From an optimization exercise on the open Yosys and OpenROAD flow, aimed at small area, a short achievable clock period and few clock cycles per item; shortcuts taken in it are not production practice.
RTL that was checked went through simulation tests only; none was proved equivalent to the original.
No activity file was given, so power comes from the tool's default toggle rates.

==> module alu_design, before the edit <==
module alu_design(clock,reset,A,B,start_op,op_sel,result,end_op);
	localparam IN_WIDTH = 16;
	localparam OUT_WIDTH = 32;
	localparam OP_WIDTH = 3;
	input logic clock,reset;
	input logic [IN_WIDTH - 1 : 0] A;
	input logic [IN_WIDTH - 1 : 0] B;
	input logic start_op;
	input [OP_WIDTH - 1 : 0] op_sel;
	output logic [OUT_WIDTH - 1 : 0] result;
	output logic end_op;
	logic [2:0]  cnt;          
	logic [31:0] acc;          
	logic        neg;          
	wire is_mul = op_sel[2] & ~op_sel[0];
	wire is_sub = ~op_sel[2] & op_sel[1] & ~op_sel[0];
	wire first  = (cnt == 3'd0);
	wire [15:0] src = first ? B : acc[15:0];
	wire [1:0]  dig = src[1:0];
	wire [15:0] x   = first ? 16'd0 : acc[31:16];
	wire [15:0] y   = A & {16{~op_sel[2] | dig[0]}};
	wire [16:0] z   = op_sel[2] ? {A & {16{dig[1]}}, 1'b0}
	                            : {1'b0, B ^ {16{op_sel[1] & ~op_sel[0]}}};
	wire [16:0] s   = {1'b0, x ^ y} ^ z;
	wire [16:0] c   = {1'b0, x & y} | ({1'b0, x ^ y} & z);
	wire [17:0] sum = 18'(s) + 18'({c, is_sub});
	logic [31:0] acc_d;
	always_comb begin
		if (op_sel[2])
			acc_d = op_sel[0] ? {16'd0, A & B} : {sum, src[15:2]};
		else if (op_sel[1] & op_sel[0])
			acc_d = {16'd0, s[15:0]};
		else if (op_sel[1])
			acc_d = {15'd0, ~sum[16], sum[15:0]};
		else if (op_sel[0])
			acc_d = {15'd0, sum[16:0]};
		else
			acc_d = 32'd0;
	end
	always_ff @(posedge clock) begin
		acc <= acc_d;
		neg <= is_sub & ~sum[16];
	end
	assign result = {acc[31:17] | {15{neg}}, acc[16:0]};
	always_ff @(posedge clock or posedge reset)
	begin
		if (reset) begin
			end_op <= 1'b0;
			cnt    <= 3'd0;
		end
		else if (start_op) begin
			end_op <= ~is_mul | (cnt == 3'd7);
			cnt    <= (is_mul && cnt != 3'd7) ? cnt + 3'd1 : 3'd0;
		end
		else begin
			end_op <= 1'b0;
			cnt    <= 3'd0;
		end
	end
endmodule
Settings: LEC_CHECK=0, CAP_MARGIN=20, CORE_MARGIN=2, CORE_UTILIZATION=40, SETUP_SLACK_MARGIN=3.5, SLEW_MARGIN=20; clock period 8.5 ns.
standard.sh (not shown) runs the stock make flow with config.mk's settings and CLKGATE_MAP_FILE= SYNTH_SCRIPT=/design/flow/synth_recipe.tcl, a recipe that flattens the netlist after the stock synthesis.
==> flow/flow/run.sh <==
#!/bin/bash
# The standard layout, with the port buffers made from the smallest
# buffer cell instead of the flow's default choice.
set -euo pipefail
bash standard.sh BUFFER_PORTS_ARGS="-buffer_cell sky130_fd_sc_hd__buf_1" finish > standard_flow.log 2>&1
Next try:
==> flow/design.v (replaced) <==
module alu_design(clock,reset,A,B,start_op,op_sel,result,end_op);
	localparam IN_WIDTH = 16;
	localparam OUT_WIDTH = 32;
	localparam OP_WIDTH = 3;
	input logic clock,reset;
	input logic [IN_WIDTH - 1 : 0] A;
	input logic [IN_WIDTH - 1 : 0] B;
	input logic start_op;
	input [OP_WIDTH - 1 : 0] op_sel;
	output logic [OUT_WIDTH - 1 : 0] result;
	output logic end_op;
	logic [2:0] cnt;           
	wire is_mul = op_sel[2] & ~op_sel[0];
	wire is_sub = ~op_sel[2] & op_sel[1] & ~op_sel[0];
	wire [15:0] src = (cnt == 3'd0) ? B : result[15:0];
	wire [1:0] dig = src[1:0];
	wire [15:0] hi = (cnt == 3'd0) ? 16'd0 : result[31:16];
	wire [15:0] x  = is_mul ? hi : (B ^ {16{is_sub}});
	wire [15:0] y  = A & {16{~is_mul | dig[0]}};
	wire [16:0] z  = ({A, 1'b0} & {17{is_mul & dig[1]}});
	wire [16:0] s  = {1'b0, x ^ y} ^ z;
	wire [16:0] c  = ({1'b0, x & y}) | ({1'b0, x ^ y} & z);
	wire [17:0] sum = 18'(s) + 18'({c, is_sub});
	logic [31:0] res_d;
	always_comb begin
		if (op_sel[2])
			res_d = op_sel[0] ? {16'd0, c[15:0]} : {sum, src[15:2]};
		else if (op_sel[1] & op_sel[0])
			res_d = {16'd0, s[15:0]};
		else if (op_sel[1])
			res_d = {{16{~sum[16]}}, sum[15:0]};
		else if (op_sel[0])
			res_d = {15'd0, sum[16:0]};
		else
			res_d = 32'd0;
	end
	always_ff @(posedge clock)
		result <= res_d;
	always_ff @(posedge clock or posedge reset)
	begin
		if (reset) begin
			end_op <= 1'b0;
			cnt    <= 3'd0;
		end
		else if (start_op) begin
			end_op <= ~is_mul | (cnt == 3'd7);
			cnt    <= (is_mul && cnt != 3'd7) ? cnt + 3'd1 : 3'd0;
		end
		else begin
			end_op <= 1'b0;
			cnt    <= 3'd0;
		end
	end
endmodule
What happened: Power decreases by 1.8%; cell area increases by 0.87%; worst hold slack gets worse by 0.0056 ns; setup slack gets worse by 0.11 ns; maximum frequency decreases by 2.3%; via count increases by 0.38%; wire length increases by 2.1%; utilization increases by 2.8 points; clock-buffer cell count does not change; sequential share of layout area decreases by 0.65 points; global-route usage increases by 3.3 points; register-to-register slack gets worse by 0.13 ns; cell count decreases by 2.1%; sequential cell count decreases by 1.
Testbench counts after the change, summed over its fixed seeds: cycles 52,084, items 24,000.
No functional check of the RTL was part of the first run of this note.

========
RTL: one of the versions met above, not the one the previous note started from.
For scale: roughly 36 flip-flops, about 3400 sq um of cells after synthesis.
==> module alu_design, before the edit <==
module alu_design(clock,reset,A,B,start_op,op_sel,result,end_op);
	localparam IN_WIDTH = 16;
	localparam OUT_WIDTH = 32;
	localparam OP_WIDTH = 3;
	input logic clock,reset;
	input logic [IN_WIDTH - 1 : 0] A;
	input logic [IN_WIDTH - 1 : 0] B;
	input logic start_op;
	input [OP_WIDTH - 1 : 0] op_sel;
	output logic [OUT_WIDTH - 1 : 0] result;
	output logic end_op;
	logic [2:0] cnt;           
	wire is_mul = op_sel[2] & ~op_sel[0];
	wire is_sub = ~op_sel[2] & op_sel[1] & ~op_sel[0];
	wire [15:0] src = (cnt == 3'd0) ? B : result[15:0];
	wire [1:0] dig = src[1:0];
	wire [15:0] hi = (cnt == 3'd0) ? 16'd0 : result[31:16];
	wire [15:0] x  = is_mul ? hi : (B ^ {16{is_sub}});
	wire [15:0] y  = A & {16{~is_mul | dig[0]}};
	wire [16:0] z  = ({A, 1'b0} & {17{is_mul & dig[1]}});
	wire [16:0] s  = {1'b0, x ^ y} ^ z;
	wire [16:0] c  = ({1'b0, x & y}) | ({1'b0, x ^ y} & z);
	wire [17:0] sum = 18'(s) + 18'({c, is_sub});
	logic [31:0] res_d;
	always_comb begin
		if (op_sel[2])
			res_d = op_sel[0] ? {16'd0, c[15:0]} : {sum, src[15:2]};
		else if (op_sel[1] & op_sel[0])
			res_d = {16'd0, s[15:0]};
		else if (op_sel[1])
			res_d = {{16{~sum[16]}}, sum[15:0]};
		else if (op_sel[0])
			res_d = {15'd0, sum[16:0]};
		else
			res_d = 32'd0;
	end
	always_ff @(posedge clock)
		result <= res_d;
	always_ff @(posedge clock or posedge reset)
	begin
		if (reset) begin
			end_op <= 1'b0;
			cnt    <= 3'd0;
		end
		else if (start_op) begin
			end_op <= ~is_mul | (cnt == 3'd7);
			cnt    <= (is_mul && cnt != 3'd7) ? cnt + 3'd1 : 3'd0;
		end
		else begin
			end_op <= 1'b0;
			cnt    <= 3'd0;
		end
	end
endmodule
clock: 8.5 ns
lec_check: 0
cap_margin: 20
core_margin: 2
core_utilization: 40
setup_slack_margin: 3
slew_margin: 20
Scripts as last shown in full above: flow/flow/run.sh
Testbench counts at the start, summed over its fixed seeds: cycles 52,084, items 24,000.
Then changed:
==> flow/design.v (replaced) <==
module alu_design(clock,reset,A,B,start_op,op_sel,result,end_op);
	localparam IN_WIDTH = 16;
	localparam OUT_WIDTH = 32;
	localparam OP_WIDTH = 3;
	input logic clock,reset;
	input logic [IN_WIDTH - 1 : 0] A;
	input logic [IN_WIDTH - 1 : 0] B;
	input logic start_op;
	input [OP_WIDTH - 1 : 0] op_sel;
	output logic [OUT_WIDTH - 1 : 0] result;
	output logic end_op;
	logic [1:0] cnt;           
	logic       bp;            
	wire is_mul = op_sel[2] & ~op_sel[0];
	wire is_sub = ~op_sel[2] & op_sel[1] & ~op_sel[0];
	wire first  = (cnt == 2'd0);
	wire last   = (cnt == 2'd3);
	wire [15:0] src = first ? B : result[15:0];
	wire        bm1 = ~first & bp;
	wire one0 = src[0] ^ bm1;
	wire two0 = (src[1] & ~src[0] & ~bm1) | (~src[1] & src[0] & bm1);
	wire one1 = src[2] ^ src[1];
	wire two1 = (src[3] & ~src[2] & ~src[1]) | (~src[3] & src[2] & src[1]);
	wire one0_e = ~is_mul | one0;
	wire two0_e = is_mul & two0;
	wire neg0_e = is_mul & src[1];
	wire one1_e = is_mul & one1;
	wire two1_e = is_mul & two1;
	wire neg1_e = is_mul & src[3];
	wire [16:0] mag0 = ({1'b0, A} & {17{one0_e}}) | ({A, 1'b0} & {17{two0_e}});
	wire [16:0] mag1 = ({1'b0, A} & {17{one1_e}}) | ({A, 1'b0} & {17{two1_e}});
	wire [19:0] row0 = {{3{neg0_e}}, mag0 ^ {17{neg0_e}}};
	wire [19:0] row1 = {neg1_e, mag1 ^ {17{neg1_e}}, 2'b00};
	wire [15:0] hi = first ? 16'd0 : result[31:16];
	wire [19:0] x  = is_mul ? {{4{hi[15]}}, hi} : {4'd0, B ^ {16{is_sub}}};
	wire        fix = is_mul & last & src[3];
	wire [19:0] w  = {A & {16{fix}}, 1'b0, neg1_e, 1'b0, is_mul ? neg0_e : is_sub};
	wire [19:0] s   = x ^ row0 ^ row1;
	wire [19:0] c   = (x & row0) | (x & row1) | (row0 & row1);
	wire [19:0] sum = s + {c[18:0], 1'b0} + w;
	logic [31:0] res_d;
	always_comb begin
		if (op_sel[2])
			res_d = op_sel[0] ? {16'd0, c[15:0]} : {sum, src[15:4]};
		else if (op_sel[1] & op_sel[0])
			res_d = {16'd0, s[15:0]};
		else if (op_sel[1])
			res_d = {{16{~sum[16]}}, sum[15:0]};
		else if (op_sel[0])
			res_d = {15'd0, sum[16:0]};
		else
			res_d = 32'd0;
	end
	always_ff @(posedge clock) begin
		result <= res_d;
		bp     <= src[3];
	end
	always_ff @(posedge clock or posedge reset)
	begin
		if (reset) begin
			end_op <= 1'b0;
			cnt    <= 2'd0;
		end
		else if (start_op) begin
			end_op <= ~is_mul | last;
			cnt    <= is_mul ? cnt + 2'd1 : 2'd0;
		end
		else begin
			end_op <= 1'b0;
			cnt    <= 2'd0;
		end
	end
endmodule
Outcome: The changed run passed the timing, design-rule and antenna checks. Final cell count came out higher by 40%. Total power went up by 130%. Synthesized area went up by 35%. Combinational power came out higher to 3.4 times its value. Clock-buffer cell count decreases by 3. Maximum frequency goes down by 10%. Worst setup slack loses 0.59 ns. Cell area rose by 68%. Sequential share of layout area came out lower by 7.8 points. Global-route usage rose by 6.6 points. Clock skew is about the same. Core utilization is higher by 10 points. Synthesized cell count went up by 31%.
Only the layout flow was run in the second run of this note; the RTL was not checked for function there.

========
Setup of lane 1:
Another version of the RTL of alu_design (not shown whole).
Size: about 420 cells after synthesis, ~36 flip-flops, roughly 71 I/O pins, roughly 3400 um^2 of cells after synthesis.
==> module alu_design, before the edit <==
module alu_design(clock,reset,A,B,start_op,op_sel,result,end_op);
	localparam IN_WIDTH = 16;
	localparam OUT_WIDTH = 32;
	localparam OP_WIDTH = 3;
	input logic clock,reset;
	input logic [IN_WIDTH - 1 : 0] A;
	input logic [IN_WIDTH - 1 : 0] B;
	input logic start_op;
	input [OP_WIDTH - 1 : 0] op_sel;
	output logic [OUT_WIDTH - 1 : 0] result;
	output logic end_op;
	logic [2:0] cnt;           
	wire is_mul = op_sel[2] & ~op_sel[0];
	wire is_sub = ~op_sel[2] & op_sel[1] & ~op_sel[0];
	wire [15:0] src = (cnt == 3'd0) ? B : result[15:0];
	wire [1:0] dig = src[1:0];
	wire [15:0] hi = (cnt == 3'd0) ? 16'd0 : result[31:16];
	wire [15:0] x  = hi;
	wire [15:0] y  = A & {16{~op_sel[2] | dig[0]}};
	wire [16:0] z  = op_sel[2] ? {A & {16{dig[1]}}, 1'b0} : {1'b0, B ^ {16{op_sel[1] & ~op_sel[0]}}};
	wire [16:0] s  = {1'b0, x ^ y} ^ z;
	wire [16:0] c  = ({1'b0, x & y}) | ({1'b0, x ^ y} & z);
	wire [17:0] sum = 18'(s) + 18'({c, is_sub});
	logic [31:0] res_d;
	always_comb begin
		if (op_sel[2])
			res_d = op_sel[0] ? {16'd0, A & B} : {sum, src[15:2]};
		else if (op_sel[1] & op_sel[0])
			res_d = {16'd0, s[15:0]};
		else if (op_sel[1])
			res_d = {{16{~sum[16]}}, sum[15:0]};
		else if (op_sel[0])
			res_d = {15'd0, sum[16:0]};
		else
			res_d = 32'd0;
	end
	always_ff @(posedge clock)
		result <= res_d;
	always_ff @(posedge clock or posedge reset)
	begin
		if (reset) begin
			end_op <= 1'b0;
			cnt    <= 3'd0;
		end
		else if (start_op) begin
			end_op <= ~is_mul | (cnt == 3'd7);
			cnt    <= (is_mul && cnt != 3'd7) ? cnt + 3'd1 : 3'd0;
		end
		else begin
			end_op <= 1'b0;
			cnt    <= 3'd0;
		end
	end
endmodule
==> flow/config.mk <==
export PLATFORM = sky130hd
export DESIGN_NAME = alu_design
export DESIGN_NICKNAME = alu_design
export VERILOG_FILES = /design/flow/design.v
export SDC_FILE = /design/flow/constraint.sdc
export NUM_CORES = 4
export LEC_CHECK = 0
export CAP_MARGIN = 20
export CORE_MARGIN = 2
export CORE_UTILIZATION = 40
export SETUP_SLACK_MARGIN = 3
export SLEW_MARGIN = 20
==> flow/constraint.sdc <==
create_clock -name core_clock -period 8.5 [get_ports {clock}]
set_input_delay 1.7000 -clock core_clock [delete_from_list [all_inputs] [get_ports {clock}]]
set_output_delay 1.7000 -clock core_clock [all_outputs]
set_load 0.01 [all_outputs]
Scripts as last shown in full above: flow/flow/run.sh
Testbench counts of lane 1, summed over its fixed seeds: cycles 52,084, items 24,000.
Relative to lane 1, the following input files were edited for lane 2:
--- a/flow/design.v
+++ b/flow/design.v
@@ -14,11 +14,12 @@
 	wire is_sub = ~op_sel[2] & op_sel[1] & ~op_sel[0];
 	wire [15:0] src = (cnt == 3'd0) ? B : result[15:0];
 	wire [1:0] dig = src[1:0];
 	wire [15:0] hi = (cnt == 3'd0) ? 16'd0 : result[31:16];
-	wire [15:0] x  = hi;
+	wire        sub = op_sel[1] & ~op_sel[0];
+	wire [15:0] x  = hi | (~B & {16{sub}});
 	wire [15:0] y  = A & {16{~op_sel[2] | dig[0]}};
-	wire [16:0] z  = op_sel[2] ? {A & {16{dig[1]}}, 1'b0} : {1'b0, B ^ {16{op_sel[1] & ~op_sel[0]}}};
+	wire [16:0] z  = op_sel[2] ? {A & {16{dig[1]}}, 1'b0} : {1'b0, B & {16{~sub}}};
 	wire [16:0] s  = {1'b0, x ^ y} ^ z;
 	wire [16:0] c  = ({1'b0, x & y}) | ({1'b0, x ^ y} & z);
 	wire [17:0] sum = 18'(s) + 18'({c, is_sub});
 	logic [31:0] res_d;
--- outcome ---
Lane 2 vs. lane 1: minimum clock period went up by 0.011 ns. Summary of lane 2 over lane 1: final-stage net count went up by 0.36%; cell area now larger; global routing met2 resource utilization has increased. From lane 1 to lane 2 the numbers moved as follows: post-detailed-placement cell area fell by 35 um^2, multi-input combinational area share fell by 0.24 points. Wire length of the first global-routing pass: higher on lane 2. Lane 2 went all the way through synthesis, placement and routing and the layout is clean on timing, DRC and antenna. Compared with lane 1, lane 2 shows a higher worst path arrival time. Higher worst setup slack among lane 1 and lane 2: lane 1.
Only the layout flow was run in lane 2; the RTL was not checked for function there.

========
alu_design, a different RTL version from the one above (not shown whole).
Size: ~35 flip-flops, about 71 I/O pins, roughly 4700 um2 of cells after synthesis.
==> module alu_design, before the edit <==
module alu_design(clock,reset,A,B,start_op,op_sel,result,end_op);
	localparam IN_WIDTH = 16;
	localparam OUT_WIDTH = 32;
	localparam OP_WIDTH = 3;
	input logic clock,reset;
	input logic [IN_WIDTH - 1 : 0] A;
	input logic [IN_WIDTH - 1 : 0] B;
	input logic start_op;
	input [OP_WIDTH - 1 : 0] op_sel;
	output logic [OUT_WIDTH - 1 : 0] result;
	output logic end_op;
	logic [1:0] cnt;           
	wire is_mul = op_sel[2] & ~op_sel[0];
	wire is_sub = ~op_sel[2] & op_sel[1] & ~op_sel[0];
	wire [15:0] src = (cnt == 2'd0) ? B : result[15:0];
	wire [3:0] dig = src[3:0];
	wire [15:0] hi = (cnt == 2'd0) ? 16'd0 : result[31:16];
	wire [15:0] x  = is_mul ? hi : (B ^ {16{is_sub}});
	wire [15:0] y  = A & {16{~is_mul | dig[0]}};
	wire [16:0] z  = ({A, 1'b0} & {17{is_mul & dig[1]}});
	wire [16:0] s  = {1'b0, x ^ y} ^ z;
	wire [16:0] c  = ({1'b0, x & y}) | ({1'b0, x ^ y} & z);
	wire [19:0] sum = 20'(s) + 20'({c, is_sub}) + ({20'd0} | ({A, 2'd0} & {18{is_mul & dig[2]}})) + ({20'd0} | ({A, 3'd0} & {19{is_mul & dig[3]}}));
	logic [31:0] res_d;
	always_comb begin
		if (op_sel[2])
			res_d = op_sel[0] ? {16'd0, c[15:0]} : {sum, src[15:4]};
		else if (op_sel[1] & op_sel[0])
			res_d = {16'd0, s[15:0]};
		else if (op_sel[1])
			res_d = {{16{~sum[16]}}, sum[15:0]};
		else if (op_sel[0])
			res_d = {15'd0, sum[16:0]};
		else
			res_d = 32'd0;
	end
	always_ff @(posedge clock)
		result <= res_d;
	always_ff @(posedge clock or posedge reset)
	begin
		if (reset) begin
			end_op <= 1'b0;
			cnt    <= 2'd0;
		end
		else if (start_op) begin
			end_op <= ~is_mul | (cnt == 2'd3);
			cnt    <= (is_mul && cnt != 2'd3) ? cnt + 2'd1 : 2'd0;
		end
		else begin
			end_op <= 1'b0;
			cnt    <= 2'd0;
		end
	end
endmodule
export LEC_CHECK = 0
export ABC_CLOCK_PERIOD_IN_PS = 3500
export CAP_MARGIN = 20
export CORE_MARGIN = 2
export CORE_UTILIZATION = 40
export SETUP_SLACK_MARGIN = 5
export SLEW_MARGIN = 20
create_clock -name core_clock -period 8.5 [get_ports {clock}]
run.sh (not shown) runs the stock make flow with config.mk's settings and CLKGATE_MAP_FILE= SYNTH_SCRIPT=/design/flow/synth_recipe.tcl, a recipe that flattens the netlist after the stock synthesis.
Stock flow here: none of the scripts above is used.
==> next run, changes <==
==> flow/design.v (replaced) <==
module alu_design(clock,reset,A,B,start_op,op_sel,result,end_op);
	localparam IN_WIDTH = 16;
	localparam OUT_WIDTH = 32;
	localparam OP_WIDTH = 3;
	input logic clock,reset;
	input logic [IN_WIDTH - 1 : 0] A;
	input logic [IN_WIDTH - 1 : 0] B;
	input logic start_op;
	input [OP_WIDTH - 1 : 0] op_sel;
	output logic [OUT_WIDTH - 1 : 0] result;
	output logic end_op;
	logic [2:0] cnt;           
	wire is_add = (op_sel == 3'b001);
	wire is_sub = (op_sel == 3'b010);
	wire is_mul = (op_sel == 3'b100);
	wire [1:0] dig = B[{cnt, 1'b0} +: 2];
	wire [15:0] hi  = (cnt == 3'd0) ? 16'd0 : result[31:16];
	wire [15:0] x   = is_mul ? hi : (is_sub ? ~B : B);
	wire [15:0] y   = A & {16{~is_mul | dig[0]}};
	wire [16:0] z   = {A, 1'b0} & {17{is_mul & dig[1]}};
	wire [17:0] sum = {2'b00, x} + {2'b00, y} + {1'b0, z} + {17'd0, is_sub};
	logic [31:0] res_d;
	always_comb begin
		case (op_sel)
			3'b001:  res_d = {15'd0, sum[16:0]};
			3'b010:  res_d = {{16{~sum[16]}}, sum[15:0]};
			3'b011:  res_d = {16'd0, A ^ B};
			3'b100:  res_d = {sum, result[15:2]};
			3'b101:  res_d = {16'd0, A & B};
			default: res_d = 32'd0;
		endcase
	end
	always_ff @(posedge clock)
		result <= res_d;
	always_ff @(posedge clock or posedge reset)
	begin
		if (reset) begin
			end_op <= 1'b0;
			cnt    <= 3'd0;
		end
		else if (start_op) begin
			end_op <= ~is_mul | (cnt == 3'd7);
			cnt    <= is_mul ? cnt + 3'd1 : 3'd0;
		end
		else begin
			end_op <= 1'b0;
			cnt    <= 3'd0;
		end
	end
endmodule
Cell area came out lower by a quarter to a third.
Worst hold slack degrades by 0.018 ns.
First-iteration DRC count came out lower by well over a third.
Clock power came out lower by a quarter to a third.
Power came out lower by well over a third.
Clock-buffer cell count came out higher by 1.
Area after synthesis came out lower by a quarter to a third.
Fmax came out higher by about a fifth.
Function was not checked in any run of this note: the RTL went through the layout flow alone.

[what the ideal ports hide]
Ports are ideal in the flow. The routed layouts listed here were re-timed in OpenROAD. Step 1 assumes that a clkbuf_16 drives the clock port and a buf_2 every other input. Step 2 adds t to the input delays and takes it off the output delays; t is the mean of the earliest and latest rising clock arrival at the registers after step 1. Input paths then give back, and output paths get back, about the clock's delay inside the block. Slacks: ideal / step 1 / step 2; pairs: ideal / step 1.
run | t, ns | setup slack, ns | latest minus earliest clock arrival (ns)
the first run of note 1 | 0.326 | 3.707 / 3.713 / 3.387 | 0.004 / 0.005
the second run of note 1 | 0.322 | 3.596 / 3.605 / 3.283 | 0.004 / 0.004
the first run of note 2 | 0.317 | 3.222 / 3.223 / 2.906 | 0.006 / 0.006
the second run of note 2 | 0.322 | 2.634 / 2.631 / 2.309 | 0.006 / 0.007
lane 1 | 0.324 | 3.239 / 3.242 / 2.918 | 0.002 / 0.002
lane 2 | 0.321 | 3.228 / 3.236 / 2.915 | 0.004 / 0.004
the first run of note 4 | 0.327 | 2.660 / 2.649 / 2.322 | 0.005 / 0.005
the second run of note 4 | 0.320 | 3.644 / 3.634 / 3.314 | 0.009 / 0.009
After both steps every run listed still meets setup and hold. For the first run of note 4, which loses most, drivers alone change the setup slack by -0.011 ns; drivers and shift together by -0.338 ns.
